Context: an optimization exercise on an open-source flow, tuned for small area, a short achievable clock period and few clock cycles per item. The choices shown serve that exercise and are no tape-out recipe.
Where RTL was checked, it was by simulation tests only, not by an equivalence proof against the original.
Power figures rest on the tool's default switching activity, not on a simulated workload.

Setup of lagoon:
// fpadd
module fpadd (
    clk, reset, start,
    a, b,
    sum,
    done,
    nan
);
Size in the first run: ~1200 cells after synthesis, about 100 I/O pins.
clock: 13.0 ns
lec_check: 0
abc_area: 1
cap_margin: 20
core_margin: 2
core_utilization: 60
cts_buf_list: sky130_fd_sc_hd__clkbuf_4 sky130_fd_sc_hd__clkbuf_8
setup_slack_margin: 5
slew_margin: 20
standard.sh (not shown) runs the stock make flow with config.mk's settings and CLKGATE_MAP_FILE= SYNTH_SCRIPT=/design/flow/synth_recipe.tcl, a recipe that flattens the netlist after the stock synthesis.
==> flow/flow/run.sh <==
#!/bin/bash
# The standard layout (the standard.sh, unchanged synthesis), with
# sky130_fd_sc_hd__buf_1 port buffers; timing repair aims at a setup margin of
# 7 ns up to clock tree synthesis and 5 ns after global routing.
# Each make run's full output goes to its own log in the work folder.
set -euo pipefail
PB='BUFFER_PORTS_ARGS=-buffer_cell sky130_fd_sc_hd__buf_1'
bash standard.sh "$PB" SETUP_SLACK_MARGIN=7  cts > flow_to_cts.log 2>&1
bash standard.sh "$PB" SETUP_SLACK_MARGIN=5  finish > flow_finish.log 2>&1
Testbench counts of lagoon, summed over its fixed seeds: cycles 48,000, items 24,000.
Inputs modified between lagoon and juniper:
--- a/flow/design.v
+++ b/flow/design.v
@@ -57,24 +57,24 @@
     wire        swap = special ? pick_b : e_lt;
     wire [23:0] mx = swap ? {1'b1, fb} : {1'b1, fa};
     wire [23:0] my = swap ? {1'b1, fa} : {1'b1, fb};
     wire [7:0]  ex = swap ? eb : ea;
     wire        sub = (sa ^ sb) & ~special;
     wire        sx0 = swap ? sb : sa;
     wire kill = special | (d[7:5] != 3'd0);
     wire [23:0] ys = kill ? 24'd0 : (my >> d[4:0]);
+    wire [23:0] yo = ys ^ {24{sub}};
+    wire [23:0] p = mx ^ yo;
+    wire [23:0] g = mx & yo;
     wire        neg = sub & e_eq & (fb < fa);
     wire        sx = sx0 ^ neg;
-    wire        cpl = sub & ~neg;
-    wire [23:0] xi = mx ^ {24{sub}};
-    wire [23:0] p = xi ^ ys;
-    wire [23:0] g = xi & ys;
-    wire [23:0] pn = p ^ {24{cpl}};
-    wire pg13_g = g[0] | (p[0] & neg);
+    wire        cin = sub & ~neg;
+    wire [23:0] pn = p ^ {24{neg}};
+    wire pg13_g = g[0] | (p[0] & cin);
     wire pg14_g = g[2] | (p[2] & g[1]);
     wire pg14_p = p[2] & p[1];
     wire pg15_g = g[4] | (p[4] & g[3]);
     wire pg15_p = p[4] & p[3];
     wire pg16_g = g[6] | (p[6] & g[5]);
     wire pg16_p = p[6] & p[5];
     wire pg17_g = g[8] | (p[8] & g[7]);
     wire pg17_p = p[8] & p[7];
@@ -148,17 +148,17 @@
     wire pg59_g = pg21_g | (pg21_p & pg56_g);
     wire pg60_g = pg33_g | (pg33_p & pg56_g);
     wire pg61_g = pg34_g | (pg34_p & pg56_g);
     wire pg62_g = pg45_g | (pg45_p & pg56_g);
     wire pg63_g = pg46_g | (pg46_p & pg56_g);
     wire pg64_g = pg47_g | (pg47_p & pg56_g);
     wire pg65_g = pg48_g | (pg48_p & pg56_g);
     wire pg66_g = pg57_g | (pg57_p & pg56_g);
-    wire [24:0] c = {pg66_g, pg65_g, pg64_g, pg63_g, pg62_g, pg61_g, pg60_g, pg59_g, pg58_g, pg56_g, pg55_g, pg54_g, pg53_g, pg52_g, pg51_g, pg50_g, pg49_g, pg40_g, pg39_g, pg38_g, pg37_g, pg26_g, pg25_g, pg13_g, neg};
+    wire [24:0] c = {pg66_g, pg65_g, pg64_g, pg63_g, pg62_g, pg61_g, pg60_g, pg59_g, pg58_g, pg56_g, pg55_g, pg54_g, pg53_g, pg52_g, pg51_g, pg50_g, pg49_g, pg40_g, pg39_g, pg38_g, pg37_g, pg26_g, pg25_g, pg13_g, cin};
     wire [24:0] r = {c[24] & ~sub, pn ^ c[23:0]};
     reg [24:0] r_q;
     reg [7:0]  e_q;      
     reg        s_q;
     reg        nan_q;
     reg        done_q;
     always @(posedge clk) begin
         if (start) begin
@@ -167,25 +167,23 @@
             s_q   <= sx;
             nan_q <= is_nan;
         end
         if (reset)
             done_q <= 1'b0;
         else if (start)
             done_q <= 1'b1;
     end
-    wire [24:0] m = r_q;
-    wire        s_o = s_q;
     reg [4:0] lz;
     integer i;
     always @(*) begin
         lz = 5'd25;
         for (i = 0; i < 25; i = i + 1)
-            if (m[i]) lz = 5'd24 - i;
+            if (r_q[i]) lz = 5'd24 - i;
     end
     wire [4:0]  k = nan_q ? 5'd24 : lz;
-    wire [24:0] rn = m << k;
+    wire [24:0] rn = r_q << k;
     wire        zero = ~rn[24] | nan_q;
     wire [7:0]  en = e_q - {3'd0, k};
-    assign sum  = {{9{~zero}} & {s_o, en}, rn[23:1]};
+    assign sum  = {{9{~zero}} & {s_q, en}, rn[23:1]};
     assign nan  = nan_q;
     assign done = done_q;
 endmodule
### Flow results
Compared with lagoon, in juniper part of the power in the clock network down 1.6 points, design area now sits lower, area after synthesis increased by 1.8% relative to the old numbers.
In the metrics for lagoon and juniper, the one carrying the higher cell count is juniper.
Summary — proportion of power drawn by combinational gates, juniper relative to lagoon: higher, by 1.5 points.
Summary: final wirelength, juniper worse than lagoon
juniper against lagoon: non-clock buffer instance count of the final layout lower; total design power went up 0.013 mW; total number of vias went up; fraction of area in multi-input gates went up by 1.7 points.
Critical path depth in juniper vs lagoon: up 1
On proportion of power drawn by flip-flops and latches: between lagoon and juniper, it ends up lower for lagoon.
Function not checked in juniper: the RTL went through the layout flow alone.

---

== job 7909 ==
The RTL this note starts from:
==> flow/design.v <==
module fpadd (
    clk, reset, start,
    a, b,
    sum,
    done,
    nan
);
    input clk, reset, start;
    input [31:0] a, b;
    output [31:0] sum;
    output done;
    output nan;
    wire        sa = a[31], sb = b[31];
    wire [7:0]  ea = a[30:23], eb = b[30:23];
    wire [22:0] fa = a[22:0], fb = b[22:0];
    wire fa_z = (fa == 23'd0);
    wire fb_z = (fb == 23'd0);
    wire ea_0 = (ea == 8'd0), eb_0 = (eb == 8'd0);
    wire ea_1 = (ea == 8'hff), eb_1 = (eb == 8'hff);
    wire za = ea_0 & fa_z, zb = eb_0 & fb_z;    
    wire ia = ea_1 & fa_z, ib = eb_1 & fb_z;    
    wire na = ea_1 & ~fa_z, nb = eb_1 & ~fb_z;  
    wire is_nan = na | nb;
    wire special = za | zb | ia | ib;
    wire pick_b = za | (~zb & ~ia);
    wire [7:0] ep = ea ^ ~eb;
    wire [7:0] eg = ea & ~eb;
    wire e1_g = eg[1] | (ep[1] & eg[0]);
    wire e1_p = ep[1] & ep[0];
    wire e2_g = eg[3] | (ep[3] & eg[2]);
    wire e2_p = ep[3] & ep[2];
    wire e3_g = eg[5] | (ep[5] & eg[4]);
    wire e3_p = ep[5] & ep[4];
    wire e4_g = eg[7] | (ep[7] & eg[6]);
    wire e4_p = ep[7] & ep[6];
    wire e5_g = eg[2] | (ep[2] & e1_g);
    wire e5_p = ep[2] & e1_p;
    wire e6_g = e2_g | (e2_p & e1_g);
    wire e6_p = e2_p & e1_p;
    wire e7_g = eg[6] | (ep[6] & e3_g);
    wire e7_p = ep[6] & e3_p;
    wire e8_g = e4_g | (e4_p & e3_g);
    wire e8_p = e4_p & e3_p;
    wire e9_g = eg[4] | (ep[4] & e6_g);
    wire e9_p = ep[4] & e6_p;
    wire e10_g = e3_g | (e3_p & e6_g);
    wire e10_p = e3_p & e6_p;
    wire e11_g = e7_g | (e7_p & e6_g);
    wire e11_p = e7_p & e6_p;
    wire e12_g = e8_g | (e8_p & e6_g);
    wire e12_p = e8_p & e6_p;
    wire       ec = e12_g;
    wire       e_lt = ~ec;
    wire       e_eq = e12_p;
    wire [7:0] ecc = {e11_g | (e11_p & ec), e10_g | (e10_p & ec), e9_g | (e9_p & ec), e6_g | (e6_p & ec), e5_g | (e5_p & ec), e1_g | (e1_p & ec), eg[0] | (ep[0] & ec), ec};
    wire [7:0] d = ep ^ ecc ^ {8{e_lt}};
    wire        swap = special ? pick_b : e_lt;
    wire [23:0] mx = swap ? {1'b1, fb} : {1'b1, fa};
    wire [23:0] my = swap ? {1'b1, fa} : {1'b1, fb};
    wire [7:0]  ex = swap ? eb : ea;
    wire        sub = (sa ^ sb) & ~special;
    wire        sx0 = swap ? sb : sa;
    wire kill = special | (d[7:5] != 3'd0);
    wire [23:0] ys = kill ? 24'd0 : (my >> d[4:0]);
    wire        neg = sub & e_eq & (fb < fa);
    wire        sx = sx0 ^ neg;
    wire        cpl = sub & ~neg;
    wire [23:0] xi = mx ^ {24{sub}};
    wire [23:0] p = xi ^ ys;
    wire [23:0] g = xi & ys;
    wire [23:0] pn = p ^ {24{cpl}};
    wire pg13_g = g[0] | (p[0] & neg);
    wire pg14_g = g[2] | (p[2] & g[1]);
    wire pg14_p = p[2] & p[1];
    wire pg15_g = g[4] | (p[4] & g[3]);
    wire pg15_p = p[4] & p[3];
    wire pg16_g = g[6] | (p[6] & g[5]);
    wire pg16_p = p[6] & p[5];
    wire pg17_g = g[8] | (p[8] & g[7]);
    wire pg17_p = p[8] & p[7];
    wire pg18_g = g[10] | (p[10] & g[9]);
    wire pg18_p = p[10] & p[9];
    wire pg19_g = g[12] | (p[12] & g[11]);
    wire pg19_p = p[12] & p[11];
    wire pg20_g = g[14] | (p[14] & g[13]);
    wire pg20_p = p[14] & p[13];
    wire pg21_g = g[16] | (p[16] & g[15]);
    wire pg21_p = p[16] & p[15];
    wire pg22_g = g[18] | (p[18] & g[17]);
    wire pg22_p = p[18] & p[17];
    wire pg23_g = g[20] | (p[20] & g[19]);
    wire pg23_p = p[20] & p[19];
    wire pg24_g = g[22] | (p[22] & g[21]);
    wire pg24_p = p[22] & p[21];
    wire pg25_g = g[1] | (p[1] & pg13_g);
    wire pg26_g = pg14_g | (pg14_p & pg13_g);
    wire pg27_g = g[5] | (p[5] & pg15_g);
    wire pg27_p = p[5] & pg15_p;
    wire pg28_g = pg16_g | (pg16_p & pg15_g);
    wire pg28_p = pg16_p & pg15_p;
    wire pg29_g = g[9] | (p[9] & pg17_g);
    wire pg29_p = p[9] & pg17_p;
    wire pg30_g = pg18_g | (pg18_p & pg17_g);
    wire pg30_p = pg18_p & pg17_p;
    wire pg31_g = g[13] | (p[13] & pg19_g);
    wire pg31_p = p[13] & pg19_p;
    wire pg32_g = pg20_g | (pg20_p & pg19_g);
    wire pg32_p = pg20_p & pg19_p;
    wire pg33_g = g[17] | (p[17] & pg21_g);
    wire pg33_p = p[17] & pg21_p;
    wire pg34_g = pg22_g | (pg22_p & pg21_g);
    wire pg34_p = pg22_p & pg21_p;
    wire pg35_g = g[21] | (p[21] & pg23_g);
    wire pg35_p = p[21] & pg23_p;
    wire pg36_g = pg24_g | (pg24_p & pg23_g);
    wire pg36_p = pg24_p & pg23_p;
    wire pg37_g = g[3] | (p[3] & pg26_g);
    wire pg38_g = pg15_g | (pg15_p & pg26_g);
    wire pg39_g = pg27_g | (pg27_p & pg26_g);
    wire pg40_g = pg28_g | (pg28_p & pg26_g);
    wire pg41_g = g[11] | (p[11] & pg30_g);
    wire pg41_p = p[11] & pg30_p;
    wire pg42_g = pg19_g | (pg19_p & pg30_g);
    wire pg42_p = pg19_p & pg30_p;
    wire pg43_g = pg31_g | (pg31_p & pg30_g);
    wire pg43_p = pg31_p & pg30_p;
    wire pg44_g = pg32_g | (pg32_p & pg30_g);
    wire pg44_p = pg32_p & pg30_p;
    wire pg45_g = g[19] | (p[19] & pg34_g);
    wire pg45_p = p[19] & pg34_p;
    wire pg46_g = pg23_g | (pg23_p & pg34_g);
    wire pg46_p = pg23_p & pg34_p;
    wire pg47_g = pg35_g | (pg35_p & pg34_g);
    wire pg47_p = pg35_p & pg34_p;
    wire pg48_g = pg36_g | (pg36_p & pg34_g);
    wire pg48_p = pg36_p & pg34_p;
    wire pg49_g = g[7] | (p[7] & pg40_g);
    wire pg50_g = pg17_g | (pg17_p & pg40_g);
    wire pg51_g = pg29_g | (pg29_p & pg40_g);
    wire pg52_g = pg30_g | (pg30_p & pg40_g);
    wire pg53_g = pg41_g | (pg41_p & pg40_g);
    wire pg54_g = pg42_g | (pg42_p & pg40_g);
    wire pg55_g = pg43_g | (pg43_p & pg40_g);
    wire pg56_g = pg44_g | (pg44_p & pg40_g);
    wire pg57_g = g[23] | (p[23] & pg48_g);
    wire pg57_p = p[23] & pg48_p;
    wire pg58_g = g[15] | (p[15] & pg56_g);
    wire pg59_g = pg21_g | (pg21_p & pg56_g);
    wire pg60_g = pg33_g | (pg33_p & pg56_g);
    wire pg61_g = pg34_g | (pg34_p & pg56_g);
    wire pg62_g = pg45_g | (pg45_p & pg56_g);
    wire pg63_g = pg46_g | (pg46_p & pg56_g);
    wire pg64_g = pg47_g | (pg47_p & pg56_g);
    wire pg65_g = pg48_g | (pg48_p & pg56_g);
    wire pg66_g = pg57_g | (pg57_p & pg56_g);
    wire [24:0] c = {pg66_g, pg65_g, pg64_g, pg63_g, pg62_g, pg61_g, pg60_g, pg59_g, pg58_g, pg56_g, pg55_g, pg54_g, pg53_g, pg52_g, pg51_g, pg50_g, pg49_g, pg40_g, pg39_g, pg38_g, pg37_g, pg26_g, pg25_g, pg13_g, neg};
    wire [24:0] r = {c[24] & ~sub, pn ^ c[23:0]};
    reg [24:0] r_q;
    reg [7:0]  e_q;      
    reg        s_q;
    reg        nan_q;
    reg        done_q;
    always @(posedge clk) begin
        if (start) begin
            r_q   <= r;
            e_q   <= ex + 8'd1;
            s_q   <= sx;
            nan_q <= is_nan;
        end
        if (reset)
            done_q <= 1'b0;
        else if (start)
            done_q <= 1'b1;
    end
    wire [24:0] m = r_q;
    wire        s_o = s_q;
    reg [4:0] lz;
    integer i;
    always @(*) begin
        lz = 5'd25;
        for (i = 0; i < 25; i = i + 1)
            if (m[i]) lz = 5'd24 - i;
    end
    wire [4:0]  k = nan_q ? 5'd24 : lz;
    wire [24:0] rn = m << k;
    wire        zero = ~rn[24] | nan_q;
    wire [7:0]  en = e_q - {3'd0, k};
    assign sum  = {{9{~zero}} & {s_o, en}, rn[23:1]};
    assign nan  = nan_q;
    assign done = done_q;
endmodule
==> flow/config.mk <==
export PLATFORM = sky130hd
export DESIGN_NAME = fpadd
export DESIGN_NICKNAME = fpadd
export VERILOG_FILES = /design/flow/design.v
export SDC_FILE = /design/flow/constraint.sdc
export NUM_CORES = 4
export LEC_CHECK = 0
export ABC_AREA = 1
export CAP_MARGIN = 20
export CORE_MARGIN = 2
export CORE_UTILIZATION = 65
export CTS_BUF_LIST = sky130_fd_sc_hd__clkbuf_4 sky130_fd_sc_hd__clkbuf_8
export SETUP_SLACK_MARGIN = 5
export SLEW_MARGIN = 20
==> flow/constraint.sdc <==
create_clock -name core_clock -period 13.0 [get_ports {clk}]
set_input_delay 2.6000 -clock core_clock [delete_from_list [all_inputs] [get_ports {clk}]]
set_output_delay 2.6000 -clock core_clock [all_outputs]
set_load 0.01 [all_outputs]
==> flow/flow/run.sh <==
#!/bin/bash
# The standard layout (the standard.sh, unchanged synthesis), with
# sky130_fd_sc_hd__buf_1 port buffers; timing repair aims at a setup margin of
# 6.5 ns up to clock tree synthesis and 5 ns after global routing.
# Each make run's full output goes to its own log in the work folder.
set -euo pipefail
PB='BUFFER_PORTS_ARGS=-buffer_cell sky130_fd_sc_hd__buf_1'
bash standard.sh "$PB" SETUP_SLACK_MARGIN=6.5  cts > flow_to_cts.log 2>&1
bash standard.sh "$PB" SETUP_SLACK_MARGIN=5  finish > flow_finish.log 2>&1
Testbench counts of job 7909, summed over its fixed seeds: cycles 48,000, items 24,000.
> inputs changed (job 7909 -> job 1926)
--- a/flow/design.v
+++ b/flow/design.v
@@ -183,7 +183,7 @@
     end
     wire [4:0]  k = nan_q ? 5'd24 : lz;
     wire [24:0] rn = m << k;
-    wire        zero = ~rn[24] | nan_q;
+    wire        zero = (m == 25'd0) | nan_q;
     wire [7:0]  en = e_q - {3'd0, k};
     assign sum  = {{9{~zero}} & {s_o, en}, rn[23:1]};
     assign nan  = nan_q;
Notes after the runs:
- Job 1926: flow completed, timing, DRC and antenna clean
- Mapped cell area came out higher on job 1926 than on job 7909.
- Summary — worst setup margin, job 1926 relative to job 7909: lower, by 380 ps.
- Job 7909 → job 1926: area share of and/or/nand/nor cells after synthesis grew by 3.2 points, number of standard cells in the final layout excluding fillers rose 90, clock-net power shrank by 20%.
- For job 1926, the launch point of the worst path was b[26], unlike job 7909, where it was b[23].
- Total power draw in job 1926 vs job 7909: up about 6%
- Job 1926 against job 7909: final critical delay including setup and external delays higher; minimum hold slack went up by 15 ps; transition time of the tightest slew-check pin decreased 61 ps; total leakage power higher.
- Compared job 1926 against job 7909; hold buffer count at CTS within noise.
- Job 1926 ends up with a fraction of standard cell area in multi-input logic that is 3.4 points lower than in job 7909.
- Going from job 7909 to job 1926, x dimension of the die grows by 0.30%.
- Net switching power figure: higher on job 1926
Function not checked in job 1926: the RTL went through the layout flow alone.

## afterwards: timing with drivers on the ports
The results above use ideal ports. As a check the final layouts listed here were re-extracted and re-timed, cells and wires unchanged.
Step 1 (the two cells are an assumption about what drives the block):
set clk [get_ports {clk}]
set_driving_cell -lib_cell sky130_fd_sc_hd__clkbuf_16 $clk
set_driving_cell -lib_cell sky130_fd_sc_hd__buf_2 [delete_from_list [all_inputs] $clk]
Step 2 times the ports against the registers' clock, not the clock port: input delays grow and output delays shrink by t, the midpoint of the rising clock arrivals with the driver on.
a / b / c = ideal / step 1 / step 2; a / b = the first two.
| run | t, ns | setup slack, ns | hold WS [ns] | slew at the worst register clock pin (ns) | worst slew at a driven data input, ns |
|---|---|---|---|---|---|
| lagoon | 0.333 | 6.358 / 6.337 / 6.004 | 0.485 / 0.485 / 0.485 | 0.09 / 0.09 | 0.06 |
| juniper | 0.326 | 6.199 / 6.184 / 5.858 | 0.478 / 0.478 / 0.478 | 0.08 / 0.08 | 0.06 |
| job 7909 | 0.321 | 6.319 / 6.326 / 6.005 | 0.478 / 0.478 / 0.478 | 0.08 / 0.08 | 0.04 |
| job 1926 | 0.328 | 5.938 / 5.954 / 5.626 | 0.493 / 0.493 / 0.493 | 0.08 / 0.08 | 0.05 |
After both steps setup and hold are still met in every run listed. For lagoon, which loses most, drivers alone change the setup slack by -0.021 ns; drivers and shift together by -0.354 ns.
